What follows belongs to an exercise in optimizing a design on an open flow for small area; a production flow would make more cautious choices.
Where RTL was checked, it was by simulation tests only, not by an equivalence proof against the original.
The clock input has no modelled driver; a real chip could not lean on it and would need a root buffer or a full tree.

## run a
## ad7606_drive
module ad7606_drive#(
    parameter           P_RANGE = 0
)(
    input               i_clk           ,
    input               i_rst           ,
    input               i_user_ctrl     ,
    output [15:0]       o_user_data_1   ,
    output              o_user_valid_1  ,
    output [15:0]       o_user_data_2   ,
    output              o_user_valid_2  ,
    output [15:0]       o_user_data_3   ,
    output              o_user_valid_3  ,
    output [15:0]       o_user_data_4   ,
    output              o_user_valid_4  ,
    output [15:0]       o_user_data_5   ,
    output              o_user_valid_5  ,
    output [15:0]       o_user_data_6   ,
    output              o_user_valid_6  ,
    output [15:0]       o_user_data_7   ,
    output              o_user_valid_7  ,
    output [15:0]       o_user_data_8   ,
    output              o_user_valid_8  ,
    output              o_ad_psb_sel    ,
    output              o_ad_stby       ,
    output              o_ad_convstA    ,
    output              o_ad_convstB    ,
    output              o_ad_reset      ,
    output              o_ad_cs         ,
    output              o_ad_rd         ,
    output [2:0]        o_ad_osc        ,
    output              o_ad_range      ,
    input               i_ad_busy       ,
    input  [15:0]       i_ad_data
);
Settings: LEC_CHECK=0, ABC_AREA=1, CAP_MARGIN=20, CORE_AREA=2.3 2.72 63.7 63.28, CTS_BUF_LIST=sky130_fd_sc_hd__clkbuf_4, DIE_AREA=0 0 66 66, SLEW_MARGIN=20; clock period 20.0 ns.
standard.sh (not shown) runs the stock make flow with config.mk's settings and CLKGATE_MAP_FILE= SYNTH_SCRIPT=/design/flow/synth_recipe.tcl, a recipe that flattens the netlist after the stock synthesis.
==> flow/flow/run.sh <==
#!/bin/bash
# The standard ORFS layout (standard.sh), with changes that only affect
# cell choice and sizes:
#  - synthesis is ORFS's own (synth_recipe.tcl, same passes and registers) except
#    that ABC maps with flow/abc_area.script (an area-only amap) and adders are
#    left to ABC instead of being mapped to half/full-adder cells first; the
#    flow runs with a copy of ORFS's scripts/ that differs only in that file,
#  - ports get the smallest buffer (buf_1) instead of clkdlybuf4s50_1,
#  - every logic cell starts at its smallest size before repair_design
#    (downsize.tcl), which then sizes up what it needs,
#  - power recovery downsizes cells with slack after global routing,
#  - the constant outputs share the one tie cell synthesis made,
#  - the clock tree is one clkbuf_16 driving every flip-flop (post_cts2.tcl
#    moves the CTS leaf buffers' loads onto the root buffer and removes them).
set -euo pipefail
HERE=$(pwd)
rm -rf "$HERE/orfs_scripts"
cp -r "$FLOW_HOME/scripts" "$HERE/orfs_scripts"
cp "$HERE/flow/abc_area.script" "$HERE/orfs_scripts/abc_area.script"
export SCRIPTS_DIR="$HERE/orfs_scripts"
export ADDER_MAP_FILE=
export BUFFER_PORTS_ARGS="-buffer_cell sky130_fd_sc_hd__buf_1"
export PRE_RESIZE_TCL="$HERE/flow/downsize.tcl"
export RECOVER_POWER=100
export SKIP_REPAIR_TIE_FANOUT=1
export POST_CTS_TCL="$HERE/flow/post_cts2.tcl"
export CLOCK_ROOT_CELL=sky130_fd_sc_hd__clkbuf_16
bash standard.sh > "$HERE/standard_flow.log" 2>&1
==> flow/flow/post_cts2.tcl <==
# One clock buffer: CTS builds a root buffer feeding leaf buffers; with so few
# flip-flops one buffer (ROOT_CELL) can drive them all, so the leaf buffers'
# loads move onto the root's output net and the leaves are removed.
set root_cell $::env(CLOCK_ROOT_CELL)
set block [ord::get_db_block]
set clk_net [$block findNet i_clk]
set drv {}
foreach it [$clk_net getITerms] { lappend drv [$it getInst] }
if { [llength $drv] == 1 } {
  set root [lindex $drv 0]
  set rnet ""
  foreach it [$root getITerms] { if { [$it isOutputSignal] } { set rnet [$it getNet] } }
  set leaves {}
  foreach it [$rnet getITerms] {
    set inst [$it getInst]
    if { $inst != $root && [string match "sky130_fd_sc_hd__clkbuf_*" [[$inst getMaster] getName]] } { lappend leaves $inst }
  }
  set rnet_name [$rnet getName]
  foreach leaf $leaves {
    set lnet ""
    foreach it [$leaf getITerms] { if { [$it isOutputSignal] } { set lnet [$it getNet] } }
    set lname [$leaf getName]
    set lnet_name [$lnet getName]
    set pins {}
    foreach it [$lnet getITerms] {
      if { [$it getInst] != $leaf } { lappend pins "[[$it getInst] getName]/[[$it getMTerm] getName]" }
    }
    foreach p $pins {
      disconnect_pin $lnet_name $p
      connect_pin $rnet_name $p
    }
    delete_instance $lname
    delete_net $lnet_name
  }
  replace_cell [get_cells [$root getName]] [get_lib_cells */$root_cell]
  puts "post_cts2: removed [llength $leaves] leaf buffers, root is $root_cell"
  detailed_placement
  check_placement -verbose
  estimate_parasitics -placement
}
Other scripts of this flow, unchanged in this note and not shown: flow/flow/abc_area.script, flow/flow/downsize.tcl
Input-level comparison between run b and run a:
diff --git a/flow/flow/run.sh b/flow/flow/run.sh
--- a/flow/flow/run.sh
+++ b/flow/flow/run.sh
@@ -13 +13 @@
-#  - the clock tree is one clkbuf_16 driving every flip-flop (post_cts2.tcl
+#  - the clock tree is one buf_12 driving every flip-flop (post_cts2.tcl
@@ -27 +27 @@
-export CLOCK_ROOT_CELL=sky130_fd_sc_hd__clkbuf_16
+export CLOCK_ROOT_CELL=sky130_fd_sc_hd__buf_12
[summary]
Compared run b against run a; final period utilization within noise.
Summary: via count, run b worse than run a
As far as met3 track demand over resource in global routing goes, run b and run a are indistinguishable; the numbers are identical.
Between run a and run b, the difference in final instance area is negligible.
Total length of routed met2 wires across run a and run b: no real change.
Switching part of the total in run b is 0.31 points higher than in run a
The routed wire length was comparable across run a and run b.

The RTL this note starts from:
==> flow/design.v <==
module ad7606_drive#(
    parameter           P_RANGE = 0
)(
    input               i_clk           ,
    input               i_rst           ,
    input               i_user_ctrl     ,
    output [15:0]       o_user_data_1   ,
    output              o_user_valid_1  ,
    output [15:0]       o_user_data_2   ,
    output              o_user_valid_2  ,
    output [15:0]       o_user_data_3   ,
    output              o_user_valid_3  ,
    output [15:0]       o_user_data_4   ,
    output              o_user_valid_4  ,
    output [15:0]       o_user_data_5   ,
    output              o_user_valid_5  ,
    output [15:0]       o_user_data_6   ,
    output              o_user_valid_6  ,
    output [15:0]       o_user_data_7   ,
    output              o_user_valid_7  ,
    output [15:0]       o_user_data_8   ,
    output              o_user_valid_8  ,
    output              o_ad_psb_sel    ,
    output              o_ad_stby       ,
    output              o_ad_convstA    ,
    output              o_ad_convstB    ,
    output              o_ad_reset      ,
    output              o_ad_cs         ,
    output              o_ad_rd         ,
    output [2:0]        o_ad_osc        ,
    output              o_ad_range      ,
    input               i_ad_busy       ,
    input  [15:0]       i_ad_data
);
localparam [6:0] S_IDLE0  = 7'd124,   
                 S_IDLE1  = 7'd125,   
                 S_RESET0 = 7'd126,
                 S_CONVST = 7'd1,
                 S_BUSY10 = 7'd12,
                 S_READ0  = 7'd13,
                 S_WAIT60 = 7'd89;
reg  [6:0]  r_st;
reg         ri_ad_busy;
reg  [15:0] r_data;
wire w_hold = (r_st == S_IDLE0 && !i_user_ctrl) || (r_st == S_BUSY10 && ri_ad_busy);
always @(posedge i_clk or posedge i_rst)
begin
    if (i_rst)
        r_st <= S_IDLE0;
    else if (r_st == S_WAIT60)
        r_st <= S_CONVST;
    else if (!w_hold)
        r_st <= r_st + 7'd1;
end
always @(posedge i_clk)
begin
    ri_ad_busy <= i_ad_busy;
    r_data     <= i_ad_data;
end
wire [6:0] w_rd = r_st - S_READ0;    
assign o_ad_reset   = (r_st == S_RESET0) || (r_st == S_RESET0 + 7'd1) || (r_st == S_RESET0 + 7'd2);
assign o_ad_convstA = !(r_st == S_CONVST + 7'd1);
assign o_ad_convstB = o_ad_convstA;
assign o_ad_cs      = !(w_rd >= 7'd1 && w_rd <= 7'd16);
assign o_ad_rd      = !(w_rd >= 7'd1 && w_rd <= 7'd15 && w_rd[0]);
wire [8:1] w_valid;
genvar k;
generate for (k = 1; k <= 8; k = k + 1) begin : g_ch
    assign w_valid[k] = (w_rd == 2*k + 1);
end endgenerate
assign o_user_valid_1 = w_valid[1];
assign o_user_valid_2 = w_valid[2];
assign o_user_valid_3 = w_valid[3];
assign o_user_valid_4 = w_valid[4];
assign o_user_valid_5 = w_valid[5];
assign o_user_valid_6 = w_valid[6];
assign o_user_valid_7 = w_valid[7];
assign o_user_valid_8 = w_valid[8];
assign o_user_data_1  = r_data & {16{w_valid[1]}};
assign o_user_data_2  = r_data & {16{w_valid[2]}};
assign o_user_data_3  = r_data & {16{w_valid[3]}};
assign o_user_data_4  = r_data & {16{w_valid[4]}};
assign o_user_data_5  = r_data & {16{w_valid[5]}};
assign o_user_data_6  = r_data & {16{w_valid[6]}};
assign o_user_data_7  = r_data & {16{w_valid[7]}};
assign o_user_data_8  = r_data & {16{w_valid[8]}};
assign o_ad_psb_sel = 1'b0;
assign o_ad_stby    = 1'b0;
assign o_ad_osc     = 3'd0;
assign o_ad_range   = P_RANGE;
endmodule
export LEC_CHECK = 0
export ABC_AREA = 1
export CAP_MARGIN = 20
export CORE_MARGIN = 2
export CORE_UTILIZATION = 40
export SLEW_MARGIN = 20
create_clock -name core_clock -period 20.0 [get_ports {i_clk}]
run.sh (not shown) runs the stock make flow with config.mk's settings and CLKGATE_MAP_FILE= SYNTH_SCRIPT=/design/flow/synth_recipe.tcl, a recipe that flattens the netlist after the stock synthesis.
Stock flow here: none of the scripts above is used.
Edit:
==> flow/flow/run.sh (new file) <==
#!/bin/bash
# Standard ORFS layout, with minimum-size port buffers and power (size) recovery.
set -euo pipefail
export BUFFER_PORTS_ARGS="-buffer_cell sky130_fd_sc_hd__buf_1"
export RECOVER_POWER=100
bash standard.sh > standard_flow.log 2>&1
==> flow/standard.sh (new file) <==
#!/bin/bash
# synth_recipe.tcl (not shown) runs the flow's synth.tcl, then flattens the netlist and writes it again
# the make line also repeats each setting of config.mk as NAME=value (left out here)
make -C /OpenROAD-flow-scripts/flow DESIGN_CONFIG=/design/flow/config.mk WORK_HOME=/design/flow/orfs CLKGATE_MAP_FILE= SYNTH_SCRIPT=/design/flow/synth_recipe.tcl "${@:-finish}"
removed: flow/run.sh
Result: Core utilization drops by 23 points. Clock-buffer cell count does not change. Final cell count does not change.
Function was not checked in any run of this note: the RTL went through the layout flow alone.

==> afterwards: timing with drivers on the ports <==
In the flow no input, the clock included, has a driving cell. The finished layouts below were timed again as built, in two steps. Step 1 assumes that a clkbuf_16 drives the clock port and a buf_2 every other input. Step 2 also shifts input and output timing later by t, the mid clock arrival at the registers, as if the neighbouring blocks saw the same clock. a / b / c = ideal ports / drivers / drivers and shift; a / b = the first two.
run	t (ns)	slack for setup (ns)	hold slack, ns	slew at the worst register clock pin (ns)	cell pins on the clock port's net
run a	0.179	13.473 / 13.444 / 13.623	0.597 / 0.597 / 0.597	0.09 / 0.09	1
run b	0.158	13.495 / 13.464 / 13.622	0.595 / 0.595 / 0.595	0.09 / 0.09	1
the first run of note 2	0.294	13.164 / 13.137 / 13.431	0.614 / 0.614 / 0.614	0.09 / 0.09	1
the second run of note 2	0.292	12.976 / 12.948 / 13.240	0.615 / 0.615 / 0.615	0.09 / 0.09	1
After both steps every run listed still meets setup and hold.
